What follows belongs to an exercise in optimizing a design on an open flow for small area, a short achievable clock period and few clock cycles; a production flow would make more cautious choices.
Function was checked by simulation only, so behaviour that the tests miss may differ from the original.
No activity file was given, so power comes from the tool's default toggle rates.

## top
module top(
    input wire clk,
    input wire rst_n,
    output wire [31:0] iaddr,
    output wire ice,
    input wire [31:0] inst,
    output wire dce,
    output wire [31:0] daddr,
    output wire [3:0] we,
    output wire [31:0] din,
    input wire [31:0] dm
);
Size in the first run: about 8300 cells after synthesis, about 1500 flip-flops, about 170 I/O pins.
Settings: LEC_CHECK=0, CAP_MARGIN=20, CORE_MARGIN=2, CORE_UTILIZATION=40, SLEW_MARGIN=20; clock period 10.0 ns.
standard.sh (not shown) runs the stock make flow with config.mk's settings and CLKGATE_MAP_FILE= SYNTH_SCRIPT=/design/flow/synth_recipe.tcl, a recipe that flattens the netlist after the stock synthesis.
==> flow/flow/run.sh <==
#!/bin/bash
# Standard ORFS layout, with timing repair aiming for extra setup slack and
# no dummy clock loads in the clock tree.  Each ORFS step writes its own log
# under orfs/logs/; make's output goes to flow_make.log.
set -o pipefail
MARGIN=$(cat flow/margin.txt)
bash standard.sh SETUP_SLACK_MARGIN=$MARGIN \
  "CTS_ARGS=-sink_clustering_enable -repair_clock_nets -dont_use_dummy_load" \
  finish > flow_make.log 2>&1
==> flow/flow/margin.txt <==
6
The starting point completed with no timing, DRC or antenna violations.
Testbench counts at the start, summed over its fixed seeds: cycles 42,645.
Change:
==> flow/flow/margin.txt (replaced) <==
5.75
--- a/flow/config.mk
+++ b/flow/config.mk
@@ -8,4 +8,4 @@
 export CAP_MARGIN = 20
 export CORE_MARGIN = 2
-export CORE_UTILIZATION = 40
+export CORE_UTILIZATION = 30
 export SLEW_MARGIN = 20
Effect:
- The new run went through all stages and came out clean
- final area came out lower by about 2.2%
- power came out lower by about 4%
- wire length came out lower by about 1.8%
- sequential share of layout area came out higher by 0.86 points
Change:
==> flow/flow/margin.txt (replaced) <==
5.85
--- a/flow/config.mk
+++ b/flow/config.mk
@@ -8,4 +8,4 @@
 export CAP_MARGIN = 20
 export CORE_MARGIN = 2
-export CORE_UTILIZATION = 30
+export CORE_UTILIZATION = 40
 export SLEW_MARGIN = 20
Outcome:
- cell area grows slightly
- via count grows slightly
- global-route usage grows by 12 points
- final cell count shrinks by a few percent
- setup slack is about the same
- routed wire length grows by a few percent
- synthesized cell count stays the same
- power grows by a few percent
- count of clock-buffer cells in the layout grows by 3

* * *

## run A
top, a different RTL version from the one above (not shown whole).
For scale: roughly 1500 flip-flops, ~88000 µm² of cells after synthesis.
==> flow/design.v (excerpt) <==
module top(
    input wire clk,
    input wire rst_n,
    output wire [31:0] iaddr,
    output wire ice,
    input wire [31:0] inst,
    output wire dce,
    output wire [31:0] daddr,
    output wire [3:0] we,
    output wire [31:0] din,
    input wire [31:0] dm
);
clock: 10.0 ns
lec_check: 0
cap_margin: 20
core_margin: 2
core_utilization: 50
slew_margin: 20
==> flow/flow/run.sh <==
#!/bin/bash
# Standard ORFS layout, with timing repair aiming for extra setup slack and
# no dummy clock loads and larger sink clusters in the clock tree.  Each ORFS step writes its own log
# under orfs/logs/; make's output goes to flow_make.log.
set -o pipefail
MARGIN=$(cat flow/margin.txt)
bash standard.sh SETUP_SLACK_MARGIN=$MARGIN \
  "CTS_ARGS=-sink_clustering_enable -repair_clock_nets -dont_use_dummy_load -sink_clustering_size 22 -sink_clustering_max_diameter 100" \
  finish > flow_make.log 2>&1
==> flow/flow/margin.txt <==
5.75
Testbench counts of run A, summed over its fixed seeds: cycles 42,920.
Input-level comparison between run B and run A:
# run A
export LEC_CHECK = 0
export CAP_MARGIN = 20
export CORE_MARGIN = 2
export CORE_UTILIZATION = 50
export SLEW_MARGIN = 20
create_clock -name core_clock -period 10.0 [get_ports {clk}]
# run B
export LEC_CHECK = 0
export CAP_MARGIN = 20
export CORE_MARGIN = 2
export CORE_UTILIZATION = 40
export SLEW_MARGIN = 20
create_clock -name core_clock -period 10.0 [get_ports {clk}]
==> flow/flow/margin.txt <==
5.65
==> results.txt <==
Run B vs. run A: net switching power decreased by 3.6% relative to the old numbers, core box area increased by 45000 µm² relative to the old numbers, number of cells upsized or downsized after cts decreased by 66 relative to the old numbers. What run B reported for number of well-tap cells placed has to be multiplied by 0.810 to get the figure for run A.
#### Input delta (run C over run B)
==> flow/flow/margin.txt <==
5.85
Results
Run C: flow completed, timing, DRC and antenna clean. Wire length of the first global-routing pass: run C vs run B up 10 mm. Going from run B to run C, non-clock buffer total of the final layout grows by 42. Compared with run B, run C shows cell area that has gone up slightly. Clock power of run C is on par with run B. NOTE: overall power of the completed layout in run C exceeds that of run B.
#### Input delta (run D over run C)
==> flow/flow/run.sh <==
#!/bin/bash
# Standard ORFS layout, with timing repair aiming for extra setup slack and
# no dummy clock loads in the clock tree.  Each ORFS step writes its own log
# under orfs/logs/; make's output goes to flow_make.log.
set -o pipefail
MARGIN=$(cat flow/margin.txt)
bash standard.sh SETUP_SLACK_MARGIN=$MARGIN \
  "CTS_ARGS=-sink_clustering_enable -repair_clock_nets -dont_use_dummy_load" \
  finish > flow_make.log 2>&1
==> flow/flow/margin.txt <==
5.75
Results
Global-route met2 utilization, run D and run C: higher on run C
The routed wire length reported for run D is smaller than that of run C by 3.9%.
Compared with run C, run D shows overall power consumption higher by about 3.6%.
Met2 wire length (run D vs. run C) decreases by a few percent
From run C to run D the numbers moved as follows: global-route wire length before repair fell 2.3%; worst-case setup margin in the final layout rose 0.064 ns.

* * *

top again, from the RTL that the note above started with.
==> flow/config.mk <==
export PLATFORM = sky130hd
export DESIGN_NAME = top
export DESIGN_NICKNAME = top
export VERILOG_FILES = /design/flow/design.v
export SDC_FILE = /design/flow/constraint.sdc
export NUM_CORES = 8
export LEC_CHECK = 0
export CAP_MARGIN = 20
export CORE_MARGIN = 2
export CORE_UTILIZATION = 40
export SLEW_MARGIN = 20
==> flow/constraint.sdc <==
create_clock -name core_clock -period 10.0 [get_ports {clk}]
set_input_delay 2.0000 -clock core_clock [delete_from_list [all_inputs] [get_ports {clk}]]
set_output_delay 2.0000 -clock core_clock [all_outputs]
set_load 0.01 [all_outputs]
==> flow/flow/run.sh <==
#!/bin/bash
# Standard ORFS layout, with timing repair aiming for extra setup slack.
# Each ORFS step writes its own log under orfs/logs/; make's output goes
# to flow_make.log.
set -o pipefail
MARGIN=$(cat flow/margin.txt)
bash standard.sh SETUP_SLACK_MARGIN=$MARGIN finish > flow_make.log 2>&1
==> flow/flow/margin.txt <==
6
The starting point finished clean.
Testbench counts at the start, summed over its fixed seeds: cycles 42,920.
Edit:
==> flow/flow/run.sh (replaced) <==
#!/bin/bash
# Standard ORFS layout, with timing repair aiming for extra setup slack and
# no dummy clock loads and larger sink clusters in the clock tree.  Each ORFS step writes its own log
# under orfs/logs/; make's output goes to flow_make.log.
set -o pipefail
MARGIN=$(cat flow/margin.txt)
bash standard.sh SETUP_SLACK_MARGIN=$MARGIN \
  "CTS_ARGS=-sink_clustering_enable -repair_clock_nets -dont_use_dummy_load -sink_clustering_size 22 -sink_clustering_max_diameter 100" \
  finish > flow_make.log 2>&1
==> flow/flow/margin.txt (replaced) <==
5.75
Effect: Core utilization drops by 2.8 points. Worst setup slack got worse by 0.026 ns. First-iteration DRC count drops by 3.9%. Non-clock buffer count drops by 150. Hold slack improved by 0.024 ns. Via count drops by 2.6%. Synthesized cell count stays the same.

-- re-timing with driven ports --
The results above use ideal ports. As a check the final layouts listed here were re-extracted and re-timed, cells and wires unchanged.
Step 1 (the two cells are an assumption about what drives the block):
set clk [get_ports {clk}]
set_driving_cell -lib_cell sky130_fd_sc_hd__clkbuf_16 $clk
set_driving_cell -lib_cell sky130_fd_sc_hd__buf_2 [delete_from_list [all_inputs] $clk]
Step 2 times the ports against the registers' clock, not the clock port: input delays grow and output delays shrink by t, the midpoint of the rising clock arrivals with the driver on.
Three values: ideal ports, drivers, drivers and shift; two values: the first two.
| run | t (ns) | slack for setup (ns) | worst hold slack (ns) |
|---|---|---|---|
| the first run of note 1 | 0.939 | 5.620 / 5.690 / 4.751 | 0.370 / 0.370 / 0.370 |
| the second run of note 1 | 0.904 | 5.556 / 5.482 / 4.578 | 0.347 / 0.347 / 0.347 |
| the third run of note 1 | 0.948 | 5.556 / 5.615 / 4.667 | 0.340 / 0.340 / 0.340 |
| run A | 0.850 | 5.575 / 5.648 / 4.798 | 0.383 / 0.383 / 0.383 |
| run B | 0.869 | 5.382 / 5.430 / 4.561 | 0.372 / 0.372 / 0.372 |
| run C | 0.849 | 5.629 / 5.696 / 4.848 | 0.355 / 0.355 / 0.355 |
| run D | 0.939 | 5.693 / 5.636 / 4.824 | 0.358 / 0.358 / 0.358 |
| the first run of note 3 | 0.940 | 5.677 / 5.677 / 4.981 | 0.361 / 0.361 / 0.361 |
| the second run of note 3 | 0.869 | 5.651 / 5.651 / 4.872 | 0.386 / 0.386 / 0.386 |
After both steps every run listed still meets setup and hold. For the second run of note 1, which loses most, drivers alone change the setup slack by -0.074 ns; drivers and shift together by -0.978 ns.
